This is an optimization exercise on Yosys and OpenROAD, whose aim is small area, not a production implementation. RTL that was checked went through simulation tests only; none was proved equivalent to the original.

==> maple: inputs <==
==> flow/design.v (excerpt) <==
module car_dashboard_top (
    input  wire clk_50mhz,
    input  wire dip_sw8_reset,
    input  wire [5:0] dip_sw_gears,
    input  wire key_accel_n,
    input  wire key_brake_n,
    output wire [7:0] led_rpm,
    output wire [7:0] seg_single,
    output wire [7:0] ar_seg,
    output wire [7:0] ar_sel,
    output wire servo_ctrl,
    output wire piezo_out,
    output wire f_led1_r,
    output wire f_led1_g,
    output wire f_led1_b,
    output wire f_led2_r,
    output wire f_led2_g,
    output wire f_led2_b,
    output wire f_led3_r,
    output wire f_led3_g,
    output wire f_led3_b,
    output wire f_led4_r,
    output wire f_led4_g,
    output wire f_led4_b
);
clock: 120.0 ns
lec_check: 0
abc_area: 1
cap_margin: 20
core_margin: 2
core_utilization: 60
slew_margin: 20
standard.sh (not shown) runs the stock make flow with config.mk's settings and CLKGATE_MAP_FILE= SYNTH_SCRIPT=/design/flow/synth_recipe.tcl, a recipe that flattens the netlist after the stock synthesis.
==> flow/flow/run.sh <==
#!/bin/bash
# Layout flow: the standard flow (standard.sh) with two changes to its
# synthesis, both in the combinational mapping only (registers untouched):
#  - yosys extract_fa is skipped, so adders are mapped by ABC like the rest
#    of the logic instead of being forced onto fa/ha cells;
#  - the final ABC mapping uses flow/abc_area.script (area-recovery mapping
#    with &nf) instead of ORFS's abc_area.script.
# Everything else (floorplan, placement, CTS, routing, finishing) is
# standard.sh unchanged. Each tool's output goes to a log file here.
set -euo pipefail
W=$(pwd)
ABC_SCRIPT="$W/flow/abc_area.script"

# synthesis script: synth_recipe.tcl with the two overrides inserted before
# it sources ORFS's synth.tcl
{
  head -n 1 synth_recipe.tcl
  cat <<EOS
proc extract_fa {args} { puts "flow: extract_fa skipped" }
proc abc {args} {
  set i [lsearch -exact \$args -script]
  if {\$i >= 0} { set args [lreplace \$args [expr {\$i + 1}] [expr {\$i + 1}] $ABC_SCRIPT] }
  set i [lsearch -exact \$args -D]
  if {\$i >= 0} { set args [lreplace \$args \$i [expr {\$i + 1}]] }
  puts "flow: abc \$args"
  yosys abc {*}\$args
}
EOS
  tail -n +2 synth_recipe.tcl
} > flow_synth.tcl

sed "s|SYNTH_SCRIPT=[^ ]*|SYNTH_SCRIPT=$W/flow_synth.tcl|" standard.sh > flow_standard.sh
grep -q "SYNTH_SCRIPT=$W/flow_synth.tcl" flow_standard.sh

bash flow_standard.sh > flow_make.log 2>&1
==> flow/flow/abc_area.script <==
strash
&get -n
&fraig -x
&put
dc2
strash
&get -n
&dch -f
&nf -R 1000
&put
==> onyx: changes against maple <==
--- a/flow/design.v
+++ b/flow/design.v
@@ -207,39 +207,25 @@
             sync <= 2'b00;
             st   <= 1'b0;
             cnt  <= 3'd0;
         end else begin
             sync <= {sync[0], ~key_n};
             if (tick_1k) begin
                 if (sync[1] == st) begin
                     cnt <= 3'd0;
-                end else if (cnt == 3'd5) begin
+                end else if (cnt == 3'b100) begin
                     st  <= ~st;
                     cnt <= 3'd0;
                 end else begin
-                    cnt <= add3(cnt, 3'd0, 1'b1);
+                    cnt <= {cnt[1:0], ~cnt[2]};
                 end
             end
         end
     end
-    function [2:0] add3;
-        input [2:0] a;
-        input [2:0] b;
-        input ci;
-        integer i;
-        reg c;
-        begin
-            c = ci;
-            for (i = 0; i < 3; i = i + 1) begin
-                add3[i] = a[i] ^ b[i] ^ c;
-                c = (a[i] & b[i]) | (c & (a[i] | b[i]));
-            end
-        end
-    endfunction
 endmodule
 module dash_engine (
     input  wire clk,
     input  wire rst,
     input  wire tick_10,
     input  wire thr,
     input  wire brk,
     input  wire [2:0] gear,
@@ -381,17 +367,17 @@
 );
     wire [21:0] vh = tab_h(g, {1'b0, sp_h});
     wire [21:0] vt = tab_t(g, sp_t);
     wire [18:0] vo = tab_o(g, sp_o);
     wire [10:0] fsum = add11(add11({2'd0, vh[8:0]}, {2'd0, vt[8:0]}, 1'b0), {2'd0, vo[8:0]}, 1'b0);
     wire fc1 = ge11(fsum, 11'd500);
     wire fc2 = ge11(fsum, 11'd1000);
     wire [14:0] rsum = add15(add15({2'd0, vh[21:9]}, {2'd0, vt[21:9]}, fc1), {5'd0, vo[18:9]}, fc2);
-    assign rpm = ~ge15(rsum, 15'd800) ? 13'd800 :
+    assign rpm = (g == 3'd0) | ~ge15(rsum, 15'd800) ? 13'd800 :
                  ge15(rsum, 15'd8001) ? 13'd8000 : rsum[12:0];
     function [21:0] tab_h;
         input [2:0] g;
         input [3:0] d;
         begin
             case ({g, d})
                 {3'd1, 4'd0}: tab_h = {13'd0, 9'd0};
                 {3'd1, 4'd1}: tab_h = {13'd8001, 9'd0};
@@ -418,17 +404,17 @@
                 {3'd5, 4'd2}: tab_h = {13'd4083, 9'd300};
                 {3'd5, 4'd3}: tab_h = {13'd6125, 9'd200};
                 {3'd5, 4'd4}: tab_h = {13'd8001, 9'd100};
                 {3'd6, 4'd0}: tab_h = {13'd0, 9'd0};
                 {3'd6, 4'd1}: tab_h = {13'd1771, 9'd100};
                 {3'd6, 4'd2}: tab_h = {13'd3542, 9'd200};
                 {3'd6, 4'd3}: tab_h = {13'd5313, 9'd300};
                 {3'd6, 4'd4}: tab_h = {13'd7084, 9'd400};
-                default: tab_h = 22'd0;
+                default: tab_h = 22'bx;
             endcase
         end
     endfunction
     function [21:0] tab_t;
         input [2:0] g;
         input [3:0] d;
         begin
             case ({g, d})
@@ -487,17 +473,17 @@
                 {3'd6, 4'd2}: tab_t = {13'd354, 9'd120};
                 {3'd6, 4'd3}: tab_t = {13'd531, 9'd180};
                 {3'd6, 4'd4}: tab_t = {13'd708, 9'd240};
                 {3'd6, 4'd5}: tab_t = {13'd885, 9'd300};
                 {3'd6, 4'd6}: tab_t = {13'd1062, 9'd360};
                 {3'd6, 4'd7}: tab_t = {13'd1239, 9'd420};
                 {3'd6, 4'd8}: tab_t = {13'd1416, 9'd480};
                 {3'd6, 4'd9}: tab_t = {13'd1594, 9'd40};
-                default: tab_t = 22'd0;
+                default: tab_t = 22'bx;
             endcase
         end
     endfunction
     function [18:0] tab_o;
         input [2:0] g;
         input [3:0] d;
         begin
             case ({g, d})
@@ -556,17 +542,17 @@
                 {3'd6, 4'd2}: tab_o = {10'd35, 9'd212};
                 {3'd6, 4'd3}: tab_o = {10'd53, 9'd68};
                 {3'd6, 4'd4}: tab_o = {10'd70, 9'd424};
                 {3'd6, 4'd5}: tab_o = {10'd88, 9'd280};
                 {3'd6, 4'd6}: tab_o = {10'd106, 9'd136};
                 {3'd6, 4'd7}: tab_o = {10'd123, 9'd492};
                 {3'd6, 4'd8}: tab_o = {10'd141, 9'd348};
                 {3'd6, 4'd9}: tab_o = {10'd159, 9'd204};
-                default: tab_o = 19'd0;
+                default: tab_o = 19'bx;
             endcase
         end
     endfunction
     function [10:0] add11;
         input [10:0] a;
         input [10:0] b;
         input ci;
         integer i;
--- a/flow/flow/run.sh
+++ b/flow/flow/run.sh
@@ -1,15 +1,16 @@
 #!/bin/bash
 # Layout flow: the standard flow (standard.sh) with two changes to its
 # synthesis, both in the combinational mapping only (registers untouched):
 #  - yosys extract_fa is skipped, so adders are mapped by ABC like the rest
 #    of the logic instead of being forced onto fa/ha cells;
-#  - the final ABC mapping uses flow/abc_area.script (area-recovery mapping
-#    with &nf) instead of ORFS's abc_area.script.
+#  - the final ABC mapping uses flow/abc_area.script (AIG resynthesis with
+#    &deepsyn for up to 2 minutes, then area-recovery mapping with &nf)
+#    instead of ORFS's abc_area.script.
 # Everything else (floorplan, placement, CTS, routing, finishing) is
 # standard.sh unchanged. Each tool's output goes to a log file here.
 set -euo pipefail
 W=$(pwd)
 ABC_SCRIPT="$W/flow/abc_area.script"
 
 # synthesis script: synth_recipe.tcl with the two overrides inserted before
 # it sources ORFS's synth.tcl
==> flow/flow/abc_area.script (replaced) <==
strash
&get -n
&fraig -x
&deepsyn -T 120 -S 1
&dch -f
&nf -R 1000 -p
&put
--- a/flow/config.mk
+++ b/flow/config.mk
@@ -4,9 +4,11 @@
 export VERILOG_FILES = /design/flow/design.v
 export SDC_FILE = /design/flow/constraint.sdc
 export NUM_CORES = 4
 export LEC_CHECK = 0
 export ABC_AREA = 1
 export CAP_MARGIN = 20
 export CORE_MARGIN = 2
 export CORE_UTILIZATION = 60
+export CTS_BUF_LIST = sky130_fd_sc_hd__clkbuf_2 sky130_fd_sc_hd__clkbuf_4
+export CTS_CLUSTER_SIZE = 12
 export SLEW_MARGIN = 20
==> delta: changes against maple <==
==> flow/run.sh (new file) <==
#!/bin/bash
# synth_recipe.tcl (not shown) runs the flow's synth.tcl, then flattens the netlist and writes it again
# the make line also repeats each setting of config.mk as NAME=value (left out here)
make -C /OpenROAD-flow-scripts/flow DESIGN_CONFIG=/design/flow/config.mk WORK_HOME=/design/flow/orfs CLKGATE_MAP_FILE= SYNTH_SCRIPT=/design/flow/synth_recipe.tcl finish
==> flow/config.mk (replaced) <==
export PLATFORM = sky130hd
export DESIGN_NAME = car_dashboard_top
export DESIGN_NICKNAME = car_dashboard_top
export VERILOG_FILES = /design/flow/design.v
export SDC_FILE = /design/flow/constraint.sdc
export NUM_CORES = 4
export LEC_CHECK = 0
export ABC_AREA = 1
export ABC_CLOCK_PERIOD_IN_PS = 120000
export CAP_MARGIN = 20
export CORE_MARGIN = 2
export CORE_UTILIZATION = 60
export SLEW_MARGIN = 20
removed: flow/flow/run.sh
removed: flow/flow/abc_area.script
removed: flow/standard.sh
==> summary of the runs <==
onyx finished with timing, DRC and antenna clean. delta finished clean. maple produced a clean layout. Wire length: delta > maple > onyx. Critical path depth: maple < onyx < delta. Core utilization: delta is lower than maple (2.5 points). Via count: delta > maple > onyx.
Function not checked in onyx: the RTL went through the layout flow alone.

========
==> v37 <==
car_dashboard_top, a different RTL version from the one above (not shown whole).
==> flow/config.mk <==
export PLATFORM = sky130hd
export DESIGN_NAME = car_dashboard_top
export DESIGN_NICKNAME = car_dashboard_top
export VERILOG_FILES = /design/flow/design.v
export SDC_FILE = /design/flow/constraint.sdc
export NUM_CORES = 4
export LEC_CHECK = 0
export ABC_AREA = 1
export CAP_MARGIN = 20
export CORE_MARGIN = 2
export CORE_UTILIZATION = 60
export CTS_BUF_LIST = sky130_fd_sc_hd__clkbuf_4 sky130_fd_sc_hd__clkbuf_8
export CTS_CLUSTER_SIZE = 20
export GPL_TIMING_DRIVEN = 0
export SLEW_MARGIN = 20
==> flow/constraint.sdc <==
create_clock -name core_clock -period 120.0 [get_ports {clk_50mhz}]
set_input_delay 24.0000 -clock core_clock [delete_from_list [all_inputs] [get_ports {clk_50mhz}]]
set_output_delay 24.0000 -clock core_clock [all_outputs]
set_load 0.01 [all_outputs]
==> flow/flow/run.sh <==
#!/bin/bash
# Layout flow: the standard flow (standard.sh) with two changes to its
# synthesis, both in the combinational mapping only (registers untouched):
#  - yosys extract_fa is skipped, so adders are mapped by ABC like the rest
#    of the logic instead of being forced onto fa/ha cells;
#  - the final ABC mapping uses flow/abc_area.script (AIG resynthesis with
#    &deepsyn for up to 20 minutes, then area-recovery mapping with &nf)
#    instead of ORFS's abc_area.script.
# Every port is buffered as in the standard flow, but with the smallest
# buffer (buf_1) instead of the one ORFS picks. Synthesis does not add its
# own extra buffers where one net drives several output ports
# (SYNTH_INSBUF=0): the port buffering already gives each port its own.
# Everything else (floorplan, placement, CTS, routing, finishing) is
# standard.sh unchanged. The make output goes to flow_make.log here; ORFS
# writes each step's log under orfs/logs/.
set -euo pipefail
W=$(pwd)
ABC_SCRIPT="$W/flow/abc_area.script"

# synthesis script: synth_recipe.tcl with the two overrides inserted before
# it sources ORFS's synth.tcl
{
  head -n 1 synth_recipe.tcl
  cat <<EOS
proc extract_fa {args} { puts "flow: extract_fa skipped" }
proc abc {args} {
  set i [lsearch -exact \$args -script]
  if {\$i >= 0} { set args [lreplace \$args [expr {\$i + 1}] [expr {\$i + 1}] $ABC_SCRIPT] }
  set i [lsearch -exact \$args -D]
  if {\$i >= 0} { set args [lreplace \$args \$i [expr {\$i + 1}]] }
  puts "flow: abc \$args"
  yosys abc {*}\$args
}
EOS
  tail -n +2 synth_recipe.tcl
} > flow_synth.tcl

sed "s|SYNTH_SCRIPT=[^ ]*|SYNTH_SCRIPT=$W/flow_synth.tcl BUFFER_PORTS_ARGS='-buffer_cell sky130_fd_sc_hd__buf_1' MIN_BUF_CELL_AND_PORTS='sky130_fd_sc_hd__buf_1 A X' SYNTH_INSBUF=0|" standard.sh > flow_standard.sh
grep -q "SYNTH_SCRIPT=$W/flow_synth.tcl" flow_standard.sh

bash flow_standard.sh > flow_make.log 2>&1
==> flow/flow/abc_area.script <==
strash
&get -n
&fraig -x
&deepsyn -T 1200 -S 1
&dch -f
&nf -R 1000 -p
&put
==> v38: changes against v37 <==
--- a/flow/flow/run.sh
+++ b/flow/flow/run.sh
@@ -4,7 +4,7 @@
 #  - yosys extract_fa is skipped, so adders are mapped by ABC like the rest
 #    of the logic instead of being forced onto fa/ha cells;
 #  - the final ABC mapping uses flow/abc_area.script (AIG resynthesis with
-#    &deepsyn for up to 20 minutes, then area-recovery mapping with &nf)
+#    &deepsyn for up to 5 minutes, then area-recovery mapping with &nf)
 #    instead of ORFS's abc_area.script.
 # Every port is buffered as in the standard flow, but with the smallest
 # buffer (buf_1) instead of the one ORFS picks. Synthesis does not add its
==> flow/flow/abc_area.script (replaced) <==
strash
&get -n
&fraig -x
&deepsyn -T 300 -S 1
&dch -f
&nf -R 1000 -p
&put
==> comparison table <==
item                                                                       v37             v38
Status                                                          finished clean  finished clean
First-pass GRT wire length                                           33,800 µm       34,300 µm
Clock network area share                                                 2.19%           2.87%
Startpoint of the lowest-slack register-to-register path          u_eng.g_l[1]    u_eng.g_l[2]
Horiz. Die Dim                                                          113 µm          114 µm
Non-filler cells in the finished layout                                  1,222           1,262
Number of unique standard cell types used by synthesis                      59              58
Arrival time at the worst endpoint                                    25.38 ns        25.28 ns
Multiplexer fraction of the synthesized cell area                       0.300%          0.623%
Multi-input combinational area share                                     68.9%           68.9%
Core Footprint                                                      0.0115 mm²      0.0119 mm²
Adder-cell area share of the yosys netlist                               1.70%           2.08%
Routing usage on met3                                                    4.70%           4.78%
Layout cell share with drive strength beyond 1                           2.97%           2.78%
Portion of the post-synthesis area used by sequential elements           24.2%           23.7%
Instance area after placement                                      0.00748 mm²     0.00763 mm²
Flop-to-flop setup slack                                             104.92 ns       105.43 ns
Site row count                                                              39              40
Simple-gate portion of the synthesized area                              33.7%           33.9%
Via count normalized by instance count                                    6.42            6.43
Die height                                                              113 µm          114 µm

-- afterwards: timing with drivers on the ports --
The flow's constraints put no driver on any port. The routed layouts listed below were extracted and timed again, unchanged, in two steps. Step 1 (the two cells are an assumption about what drives the block):
set clk [get_ports {clk_50mhz}]
set_driving_cell -lib_cell sky130_fd_sc_hd__clkbuf_16 $clk
set_driving_cell -lib_cell sky130_fd_sc_hd__buf_2 [delete_from_list [all_inputs] $clk]
Step 2, shift: input delay + t, output delay - t, t = (earliest + latest rising clock arrival at the registers) / 2. This alone moves slack from input paths to output paths. Three values: ideal ports, drivers, drivers and shift; two values: the first two.
| run | t, ns | setup slack, ns | worst slew at a driven data input, ns |
|---|---|---|---|
| maple | 0.373 | 69.174 / 69.153 / 69.153 | 0.03 |
| onyx | 0.441 | 69.431 / 69.402 / 69.402 | 0.04 |
| delta | 0.374 | 69.279 / 69.259 / 69.259 | 0.03 |
| v37 | 0.372 | 70.619 / 70.596 / 70.596 | 0.03 |
| v38 | 0.373 | 70.720 / 70.698 / 70.698 | 0.03 |
After both steps every run listed still meets setup and hold. The setup slack of onyx, which loses most, moves by -0.029 ns with the drivers and by -0.029 ns with both steps.
